Background: an optimization exercise with open tools, aiming at small area, a short achievable clock period and few clock cycles per item. Do not read the settings as production practice. RTL that was checked went through simulation tests only; none was proved equivalent to the original.

## lane 4
Design givens8_cordic, start of the top module:
module givens8_cordic
(
	input						clk,
	input						rst_n,
	input						start,
	input		[2:0]			index,
	input		[383:0]		data_in,
	output	[383:0]		data_out,
	output					done
);
Settings: LEC_CHECK=0, CAP_MARGIN=20, CORE_MARGIN=2, CORE_UTILIZATION=40, SLEW_MARGIN=20; clock period 20.0 ns.
standard.sh (not shown) runs the stock make flow with config.mk's settings and CLKGATE_MAP_FILE= SYNTH_SCRIPT=/design/flow/synth_recipe.tcl, a recipe that flattens the netlist after the stock synthesis.
==> flow/flow/run.sh <==
#!/bin/bash
# Standard synthesis (standard.sh synth, unchanged) and the standard ORFS
# layout, with changes only to the cells the layout steps may insert:
# - port buffers are buf_2 (buffer_ports -buffer_cell) instead of the
#   default delay buffer;
# - each layout step marks the delay buffers clkdlybuf4s* don't-use, so the
#   resizer's buffers are ordinary buffers.
set -euo pipefail
bash standard.sh synth > synth.log 2>&1
export BUFFER_PORTS_ARGS="-buffer_cell sky130_fd_sc_hd__buf_2"
H="$PWD/flow/dont_use.tcl"
for step in FLOORPLAN GLOBAL_PLACE RESIZE DETAIL_PLACE REPAIR_TIMING_POST_PLACE CTS GLOBAL_ROUTE DETAIL_ROUTE; do
  export PRE_${step}_TCL="$H"
done
bash standard.sh finish > layout.log 2>&1
==> flow/flow/dont_use.tcl <==
# Sourced at the start of each layout step: keep the resizer from picking the
# slow delay buffers (clkdlybuf4s*) for the buffers it inserts.
set_dont_use [get_lib_cells sky130_fd_sc_hd__clkdlybuf4s*]
Lane 4 went all the way through synthesis, placement and routing and the layout is clean on timing, DRC and antenna.
What lane 1 does differently from lane 4 at the input level:
Settings: changing SLEW_MARGIN from 20 to 65.
[summary]
Both conditions hold for lane 1: the flow ran to the end and the final layout passed the timing, design-rule and antenna checks.
Aggregate routed wire length, lane 4 and lane 1: lower on lane 4
Lane 1 vs lane 4: wire length on met3 up
Between lane 4 and lane 1, the first-pass GRT wire length is lower for lane 4.
The master of the slowest instance on the critical path comes out sky130_fd_sc_hd__fa_1 in one run and sky130_fd_sc_hd__a2111oi_0 in the other, namely in lane 1 and lane 4 respectively.
Number of clock buffer instances in the layout is higher on lane 1
Lane 1 improves on lane 4 in setup slack after layout.
Relative to lane 4, area of all placed cells without fillers has gone up in lane 1.
Lane 4 → lane 1: fraction of area in registers held steady.
No functional check of the RTL was part of any run of this note.

---

red:
Another version of the RTL of givens8_cordic (not shown whole).
Size in the first run: about 620 flip-flops, about 780 I/O pins, about 0.078 mm2 of cells after synthesis.
export LEC_CHECK = 0
export CAP_MARGIN = 20
export CORE_MARGIN = 2
export CORE_UTILIZATION = 45
export CTS_BUF_LIST = sky130_fd_sc_hd__clkbuf_8 sky130_fd_sc_hd__clkbuf_16
export CTS_CLUSTER_DIAMETER = 100
export CTS_CLUSTER_SIZE = 20
export SLEW_MARGIN = 65
create_clock -name core_clock -period 20.0 [get_ports {clk}]
Scripts as last shown in full above: flow/flow/run.sh, flow/flow/dont_use.tcl
Testbench counts of red, summed over its fixed seeds: cycles 73,608, items 3,200.
Inputs modified between red and blue:
- swapping 45 for 50 in CORE_UTILIZATION
==> comparison <==
Compared with red, in blue sum of routed wire length over all layers picked up an extra about 2%; relative area of clock buffers and inverters in the final design neither gained nor lost much; non-clock buffer count went up by about 1.1%. Post-synthesis to final-layout area growth for blue: 0.41 points down relative to red.
Setup changes, blue to green
- CORE_UTILIZATION changed from 50 to 48
### Flow results
- On number of global-route vias before repair, blue and green are neck and neck.
- The launching element of the worst setup path comes out r[231] in one run and r[333] in the other, namely in blue and green respectively.
- green vs blue: total number of tap cells up by a few percent
- In the tables for blue and green, clock tree buffer count of the final layout reads lower with green.
- Taking blue as the reference, in green total number of vias went up by 250, hold slack went up by 0.0032 ns.
- Diff green..blue | cell area after layout | negligible
Relative to green, the following input files were edited for orange:
- a change of CORE_UTILIZATION from 48 to 40
- a change of CTS_CLUSTER_SIZE from 20 to 25
Results
Timing endpoint of the critical path: data_out[378] -> orange, data_out[333] -> green. When orange is set beside green, its number of standard cells in the final layout excluding fillers turns out to be 391 larger. green was routed with more vias than orange. The start point of the critical path comes out r[333] in one run and r[378] in the other, namely in green and orange respectively.
The inputs of purple differ from those of orange as listed below.
- CTS_CLUSTER_SIZE: 25 -> 20
--- outcome ---
- Going from orange to purple, average detailed-routed wire length per instance was more or less identical; global-route usage was more or less identical; sum of met2 wire segment lengths after detailed routing was more or less identical.

---

givens8_cordic, a different RTL version from the one above (not shown whole).
For scale: roughly 8600 cells after synthesis, roughly 780 I/O pins.
export LEC_CHECK = 0
export CAP_MARGIN = 20
export CORE_MARGIN = 2
export CORE_UTILIZATION = 40
export CTS_BUF_LIST = sky130_fd_sc_hd__clkbuf_8 sky130_fd_sc_hd__clkbuf_16
export CTS_CLUSTER_DIAMETER = 100
export CTS_CLUSTER_SIZE = 20
export SLEW_MARGIN = 55
create_clock -name core_clock -period 20.0 [get_ports {clk}]
Scripts as last shown in full above: flow/flow/run.sh, flow/flow/dont_use.tcl
Testbench counts at the start, summed over its fixed seeds: cycles 73,608, items 3,200.
Rerun with:
Settings changed: SLEW_MARGIN 55 to 65.
Sequential share of layout area decreases by 0.27 points. Synthesized area stays the same. Setup slack is better by 140 ps. Wire length rises by 0.44%.

---

givens8_cordic, a different RTL version from the one above (not shown whole).
For scale: roughly 9500 cells after synthesis, roughly 670 flip-flops, ~780 I/O pins, about 84000 µm² of cells after synthesis.
Settings: LEC_CHECK=0, CAP_MARGIN=20, CORE_MARGIN=2, CORE_UTILIZATION=40, SLEW_MARGIN=50; clock period 20.0 ns.
Scripts as last shown in full above: flow/flow/run.sh, flow/flow/dont_use.tcl
The starting point went through all stages and came out clean.
Testbench counts at the start, summed over its fixed seeds: cycles 73,608, items 3,200.
Next try:
- SLEW_MARGIN: 50 -> 20
After rerunning: Via count is about the same; final area goes down by 0.63%; fmax goes down by 6.9%; area after synthesis is unchanged.

---

Setup of job 101:
Another version of the RTL of givens8_cordic (not shown whole).
For scale: about 690 flip-flops, about 780 I/O pins.
export LEC_CHECK = 0
export CAP_MARGIN = 20
export CORE_MARGIN = 2
export CORE_UTILIZATION = 40
export CTS_BUF_LIST = sky130_fd_sc_hd__clkbuf_8 sky130_fd_sc_hd__clkbuf_16
export CTS_CLUSTER_DIAMETER = 100
export CTS_CLUSTER_SIZE = 20
export SLEW_MARGIN = 65
create_clock -name core_clock -period 20.0 [get_ports {clk}]
Scripts as last shown in full above: flow/flow/run.sh, flow/flow/dont_use.tcl
Job 101: all stages complete, timing, DRC and antenna checks passed
Modified inputs, job 102 compared to job 101
Settings: swapping sky130_fd_sc_hd__clkbuf_8 sky130_fd_sc_hd__clkbuf_16 for sky130_fd_sc_hd__clkbuf_4 sky130_fd_sc_hd__clkbuf_8 in CTS_BUF_LIST; clearing CTS_CLUSTER_SIZE, which used to be 20; clearing CTS_CLUSTER_DIAMETER, which used to be 100.
### Flow results
Job 102: flow completed, timing, DRC and antenna clean. Number of standard cells in the layout, taps in and fillers out in job 102 is 168 higher than in job 101. Between job 101 and job 102, routed wire length is lower for job 101, job 102 comes in above that. From job 101 to job 102 the numbers moved as follows: count of clock-buffer cells in the layout climbed 151; fraction of area in registers down 0.27 points; detailed-route via count +about 1.2%; cell area went up about 1.4%. Diff job 101..job 102 | starting density of the core | unchanged. Side by side, highest cell delay on the worst timing path turned out lower in job 102 than in job 101. For transition time of the tightest slew-check pin, job 102 and job 101 come out practically identical.
Function was not checked in any run of this note: the RTL went through the layout flow alone.

---

## T
Another version of the RTL of givens8_cordic (not shown whole).
For scale: roughly 9600 cells after synthesis.
==> flow/config.mk <==
export PLATFORM = sky130hd
export DESIGN_NAME = givens8_cordic
export DESIGN_NICKNAME = givens8_cordic
export VERILOG_FILES = /design/flow/design.v
export SDC_FILE = /design/flow/constraint.sdc
export NUM_CORES = 4
export LEC_CHECK = 0
export CAP_MARGIN = 20
export CORE_MARGIN = 2
export CORE_UTILIZATION = 40
export SLEW_MARGIN = 65
==> flow/constraint.sdc <==
create_clock -name core_clock -period 20.0 [get_ports {clk}]
set_input_delay 4.0000 -clock core_clock [delete_from_list [all_inputs] [get_ports {clk}]]
set_output_delay 4.0000 -clock core_clock [all_outputs]
set_load 0.01 [all_outputs]
Scripts as last shown in full above: flow/flow/run.sh, flow/flow/dont_use.tcl
Testbench counts of T, summed over its fixed seeds: cycles 70,408, items 3,200.
Input changes introduced in S (baseline for comparison: T):
- SLEW_MARGIN changed from 65 to 20
Notes after the runs:
- S went all the way through the flow, and no timing, DRC or antenna check failed.
- S against T: overall fraction of global-route tracks in use flat.

---

givens8_cordic with an RTL version that a note above also has.
For scale: about 9500 cells after synthesis, ~670 flip-flops, ~780 I/O pins, roughly 84000 µm² of cells after synthesis.
==> flow/config.mk <==
export PLATFORM = sky130hd
export DESIGN_NAME = givens8_cordic
export DESIGN_NICKNAME = givens8_cordic
export VERILOG_FILES = /design/flow/design.v
export SDC_FILE = /design/flow/constraint.sdc
export NUM_CORES = 4
export LEC_CHECK = 0
export CAP_MARGIN = 20
export CORE_MARGIN = 2
export CORE_UTILIZATION = 40
export SLEW_MARGIN = 65
==> flow/constraint.sdc <==
create_clock -name core_clock -period 20.0 [get_ports {clk}]
set_input_delay 4.0000 -clock core_clock [delete_from_list [all_inputs] [get_ports {clk}]]
set_output_delay 4.0000 -clock core_clock [all_outputs]
set_load 0.01 [all_outputs]
Scripts as last shown in full above: flow/flow/run.sh, flow/flow/dont_use.tcl
Testbench counts at the start, summed over its fixed seeds: cycles 73,608, items 3,200.
Change:
- SLEW_MARGIN: 65 -> 80
=>
- The changed run ran to the end with no violations
- wire length climbs by 2.3%
- setup slack improved by 0.051 ns
- utilization climbs by 4.7 points
- count of clock-buffer cells in the layout drops by 2
- global-route usage grows by 0.65 points

## port drivers added, routing unchanged
The results above use ideal ports. As a check the final layouts listed here were re-extracted and re-timed, cells and wires unchanged. Step 1 sets driving cells, clkbuf_16 on the clock port and buf_2 on the other inputs (assumed; they add their load-dependent delay and slew). Step 2, shift: input delay + t, output delay - t, t = (earliest + latest rising clock arrival at the registers) / 2. This alone moves slack from input paths to output paths. Three values: no drivers, after step 1, after step 2; two values: the first two.
run | t (ns) | setup slack, ns | worst setup path at the end | latest minus earliest clock arrival (ns) | pins driven straight from the clock port
lane 4 | 0.796 | 12.379 / 12.379 / 12.379 | register to register | 0.050 / 0.050 | 1
lane 1 | 0.782 | 12.709 / 12.709 / 12.709 | register to register | 0.048 / 0.047 | 1
red | 0.794 | 14.132 / 14.058 / 14.135 | input to register | 0.059 / 0.060 | 1
blue | 0.758 | 14.030 / 13.940 / 14.155 | input to register | 0.029 / 0.030 | 1
green | 0.755 | 14.020 / 13.933 / 14.174 | input to register | 0.035 / 0.034 | 1
orange | 0.780 | 14.045 / 13.969 / 14.050 | input to register | 0.061 / 0.061 | 1
purple | 0.776 | 14.043 / 13.967 / 14.004 | input to register | 0.046 / 0.047 | 1
the first run of note 3 | 0.824 | 13.867 / 13.781 / 13.720 | input to register | 0.080 / 0.079 | 1
the second run of note 3 | 0.814 | 14.007 / 13.924 / 13.866 | input to register | 0.052 / 0.052 | 1
the first run of note 4 | 0.806 | 13.694 / 13.694 / 13.675 | input to register | 0.045 / 0.045 | 1
the second run of note 4 | 0.801 | 13.224 / 13.224 / 12.916 | input to register | 0.036 / 0.037 | 1
job 101 | 0.830 | 14.111 / 14.021 / 13.749 | input to register | 0.040 / 0.039 | 1
job 102 | 1.017 | 13.939 / 13.850 / 13.749 | input to register | 0.070 / 0.070 | 1
T | 0.776 | 12.794 / 12.794 / 12.794 | register to register | 0.045 / 0.046 | 1
S | 0.803 | 12.775 / 12.775 / 12.775 | register to register | 0.055 / 0.055 | 1
the first run of note 7 | 0.815 | 14.035 / 13.966 / 13.780 | input to register | 0.045 / 0.046 | 1
the second run of note 7 | 0.807 | 14.085 / 14.018 / 13.758 | input to register | 0.037 / 0.038 | 1
After both steps setup and hold are still met in every run listed. For job 101, which loses most, drivers alone change the setup slack by -0.090 ns; drivers and shift together by -0.362 ns.
